What follows belongs to an exercise in optimizing a design on an open flow for small area and few clock cycles; a production flow would make more cautious choices.
The RTL was checked by simulation tests, not by an equivalence proof against the original design.
No driver is modelled on the clock port, so clock power and skew are understated where the tree is cut down; a real chip needs a root buffer or a tree.
Power figures rest on the tool's default switching activity, not on a simulated workload.

==> flow/design.v <==
module BRIDGE #(
    parameter ADDR_WIDTH = 32,
    parameter DATA_WIDTH = 32
)(
    input                        hclk,
    input                        hresetn,
    input                        hselapb,
    input                        hwrite,
    input       [1:0]            htrans,
    input       [ADDR_WIDTH-1:0] haddr,
    input       [DATA_WIDTH-1:0] hwdata,
    input       [DATA_WIDTH-1:0] prdata,
    output reg  [ADDR_WIDTH-1:0] paddr,
    output      [DATA_WIDTH-1:0] pwdata,
    output                       psel,
    output                      penable,
    output reg                   pwrite,
    output                       hresp,
    output reg                   hready,
    output      [DATA_WIDTH-1:0] hrdata
);
    wire valid = hselapb & htrans[1];
    reg access_n;
    assign psel    = ~(hready & access_n);
    assign penable = ~access_n;
    assign hresp  = 1'b0;
    assign pwdata = hwdata;
    assign hrdata = prdata;
    always @(posedge hclk or negedge hresetn) begin
        if (!hresetn) begin
            hready   <= 1'b1;
            access_n <= 1'b1;
        end else begin
            hready   <= ~(hready & valid);
            access_n <= hready;
        end
    end
    always @(posedge hclk) begin
        if (hready) begin
            paddr  <= haddr;
            pwrite <= hwrite;
        end
    end
endmodule
export LEC_CHECK = 0
export CAP_MARGIN = 20
export CORE_MARGIN = 2
export CORE_UTILIZATION = 40
export PLACE_DENSITY = 0.7
export SLEW_MARGIN = 20
create_clock -name core_clock -period 5.0 [get_ports {hclk}]
standard.sh (not shown) runs the stock make flow with config.mk's settings and CLKGATE_MAP_FILE= SYNTH_SCRIPT=/design/flow/synth_recipe.tcl, a recipe that flattens the netlist after the stock synthesis.
==> flow/flow/run.sh <==
#!/bin/bash
# Standard ORFS layout with the smallest buffer (buf_1) on the ports and the
# clock driven from a single clock buffer (see post_cts.tcl).
set -euo pipefail
here=$(pwd)
export CLOCK_ROOT_CELL=${CLOCK_ROOT_CELL:-sky130_fd_sc_hd__buf_12}
bash standard.sh finish \
  BUFFER_PORTS_ARGS="-buffer_cell sky130_fd_sc_hd__buf_1" \
  CTS_ARGS="-sink_clustering_enable -repair_clock_nets -dont_use_dummy_load -buf_list sky130_fd_sc_hd__clkbuf_8 -root_buf sky130_fd_sc_hd__clkbuf_8" \
  POST_CTS_TCL="$here/flow/post_cts.tcl" \
  > standard.log 2>&1
==> flow/flow/post_cts.tcl <==
# Collapse the clock tree that CTS built to its root buffer: every sink of a
# leaf buffer moves to the root buffer's output net, the leaf buffers are
# deleted and the root buffer is resized to drive all the flip-flops.
set root_cell $::env(CLOCK_ROOT_CELL)
set block [ord::get_db_block]
set root [$block findInst clkbuf_0_hclk]
set root_net [[$root findITerm X] getNet]
foreach it [$root_net getITerms] {
  set inst [$it getInst]
  if { $inst == $root } { continue }
  set master [[$inst getMaster] getName]
  if { [string match "sky130_fd_sc_hd__clkbuf_*" $master] } {
    set leaf_net [[$inst findITerm X] getNet]
    foreach lit [$leaf_net getITerms] {
      if { [$lit getInst] == $inst } { continue }
      $lit disconnect
      $lit connect $root_net
    }
    $it disconnect
    [$inst findITerm X] disconnect
    odb::dbInst_destroy $inst
    odb::dbNet_destroy $leaf_net
  }
}
replace_cell clkbuf_0_hclk $root_cell
# Put the root buffer at the centre of its flip-flops
set n 0
set sx 0
set sy 0
foreach it [$root_net getITerms] {
  set inst [$it getInst]
  if { $inst == $root } { continue }
  set loc [$inst getLocation]
  set sx [expr { $sx + [lindex $loc 0] }]
  set sy [expr { $sy + [lindex $loc 1] }]
  incr n
}
$root setLocation [expr { $sx / $n }] [expr { $sy / $n }]
detailed_placement
check_placement -verbose
estimate_parasitics -placement
report_clock_skew
The baseline completed with no timing, DRC or antenna violations.
Testbench counts at the start, summed over its fixed seeds: cycles 9,608.
==> next run, changes <==
--- a/flow/flow/run.sh
+++ b/flow/flow/run.sh
@@ -6 +6 @@
-export CLOCK_ROOT_CELL=${CLOCK_ROOT_CELL:-sky130_fd_sc_hd__buf_12}
+export CLOCK_ROOT_CELL=${CLOCK_ROOT_CELL:-sky130_fd_sc_hd__clkbuf_16}
--- a/flow/config.mk
+++ b/flow/config.mk
@@ -11 +10,0 @@
-export PLACE_DENSITY = 0.7
Result: Utilization goes up by 0.14 points. Global-route usage came out lower by 0.86 points. Setup slack is worse by 0.030 ns. Combinational power falls by about 2%. Final area came out higher by 0.36%. Via count falls by 3.1%. Wire length decreases by 8.0%. Synthesized area stays the same. Clock-buffer cell count does not change. Sequential power is about the same.
==> next run, changes <==
--- a/flow/flow/run.sh
+++ b/flow/flow/run.sh
@@ -6 +6 @@
-export CLOCK_ROOT_CELL=${CLOCK_ROOT_CELL:-sky130_fd_sc_hd__clkbuf_16}
+export CLOCK_ROOT_CELL=${CLOCK_ROOT_CELL:-sky130_fd_sc_hd__buf_12}
--- a/flow/config.mk
+++ b/flow/config.mk
@@ -10,0 +11 @@
+export PLACE_DENSITY = 0.9
After rerunning: The changed run finished with timing, DRC and antenna clean; synthesized cell count stays the same; wire length goes up by 2.8%; cell area goes down by 0.35%; global-route usage goes down by 0.56 points; setup slack gets better by 0.044 ns; via count goes up by 5.1%; non-clock buffer count is unchanged; hold slack gets worse by 0.0079 ns; power goes down by 2.0%; die area stays the same.

* * *

BRIDGE, a different RTL version from the one above (not shown whole).
Size: roughly 35 flip-flops, roughly 200 I/O pins.
==> flow/config.mk <==
export PLATFORM = sky130hd
export DESIGN_NAME = BRIDGE
export DESIGN_NICKNAME = BRIDGE
export VERILOG_FILES = /design/flow/design.v
export SDC_FILE = /design/flow/constraint.sdc
export NUM_CORES = 8
export LEC_CHECK = 0
export CAP_MARGIN = 20
export CORE_MARGIN = 2
export CORE_UTILIZATION = 40
export SLEW_MARGIN = 20
==> flow/constraint.sdc <==
create_clock -name core_clock -period 5.0 [get_ports {hclk}]
set_input_delay 1.0000 -clock core_clock [delete_from_list [all_inputs] [get_ports {hclk}]]
set_output_delay 1.0000 -clock core_clock [all_outputs]
set_load 0.01 [all_outputs]
==> flow/flow/run.sh <==
#!/bin/bash
# Standard ORFS layout with the smallest buffer (buf_1) on the ports and a
# clock tree built from small clock buffers without dummy loads.
set -euo pipefail
bash standard.sh finish \
  BUFFER_PORTS_ARGS="-buffer_cell sky130_fd_sc_hd__buf_1" \
  CTS_ARGS="-sink_clustering_enable -repair_clock_nets -dont_use_dummy_load -buf_list sky130_fd_sc_hd__clkbuf_4 -root_buf sky130_fd_sc_hd__clkbuf_4" \
  > standard.log 2>&1
Testbench counts at the start, summed over its fixed seeds: cycles 9,608.
Then changed:
==> flow/flow/run.sh (replaced) <==
#!/bin/bash
# Standard ORFS layout with the smallest buffer (buf_1) on the ports and the
# clock driven from a single clock buffer (see post_cts.tcl).
set -euo pipefail
here=$(pwd)
export CLOCK_ROOT_CELL=${CLOCK_ROOT_CELL:-sky130_fd_sc_hd__clkbuf_16}
bash standard.sh finish \
  BUFFER_PORTS_ARGS="-buffer_cell sky130_fd_sc_hd__buf_1" \
  CTS_ARGS="-sink_clustering_enable -repair_clock_nets -dont_use_dummy_load -buf_list sky130_fd_sc_hd__clkbuf_8 -root_buf sky130_fd_sc_hd__clkbuf_8" \
  POST_CTS_TCL="$here/flow/post_cts.tcl" \
  > standard.log 2>&1
==> flow/flow/post_cts.tcl (new file) <==
# Collapse the clock tree that CTS built to its root buffer: every sink of a
# leaf buffer moves to the root buffer's output net, the leaf buffers are
# deleted and the root buffer is resized to drive all the flip-flops.
set root_cell $::env(CLOCK_ROOT_CELL)
set block [ord::get_db_block]
set root [$block findInst clkbuf_0_hclk]
set root_net [[$root findITerm X] getNet]
foreach it [$root_net getITerms] {
  set inst [$it getInst]
  if { $inst == $root } { continue }
  set master [[$inst getMaster] getName]
  if { [string match "sky130_fd_sc_hd__clkbuf_*" $master] } {
    set leaf_net [[$inst findITerm X] getNet]
    foreach lit [$leaf_net getITerms] {
      if { [$lit getInst] == $inst } { continue }
      $lit disconnect
      $lit connect $root_net
    }
    $it disconnect
    [$inst findITerm X] disconnect
    odb::dbInst_destroy $inst
    odb::dbNet_destroy $leaf_net
  }
}
replace_cell clkbuf_0_hclk $root_cell
detailed_placement
check_placement -verbose
estimate_parasitics -placement
report_clock_skew
- CORE_UTILIZATION: 40 -> 70
After rerunning:
- The changed run did not get past 3_2_place_iop, error PPL-0024
- synthesized cell count stays the same
- area after synthesis stays the same
Then changed:
- CORE_UTILIZATION: 70 -> 40
Result:
- The new run produced a clean layout
- synthesized cell count is unchanged
- synthesized area is unchanged

[static timing again, ports no longer ideal]
How much do the figures lean on ideal ports? The routed layouts below were timed once more, with nothing changed but the port constraints. Step 1, drivers: a clkbuf_16 drives hclk and a buf_2 each remaining input, both assumed. Step 2, shift: input delay + t, output delay - t, t = (earliest + latest rising clock arrival at the registers) / 2. This alone moves slack from input paths to output paths. a / b / c = no drivers / after step 1 / after step 2; a / b = the first two.
run | shift t [ns] | setup slack, ns | clock arrival spread, ns | slew at the worst register clock pin (ns)
the first run of note 1 | 0.174 | 2.512 / 2.481 / 2.655 | 0.004 / 0.004 | 0.12 / 0.12
the second run of note 1 | 0.205 | 2.481 / 2.453 / 2.658 | 0.004 / 0.004 | 0.12 / 0.12
the third run of note 1 | 0.175 | 2.526 / 2.496 / 2.672 | 0.006 / 0.005 | 0.12 / 0.12
the first run of note 2 | 0.339 | 2.683 / 2.662 / 2.918 | 0.024 / 0.024 | 0.10 / 0.10
the third run of note 2 | 0.200 | 2.790 / 2.762 / 2.924 | 0.008 / 0.008 | 0.12 / 0.12
After both steps every run listed still meets setup and hold.
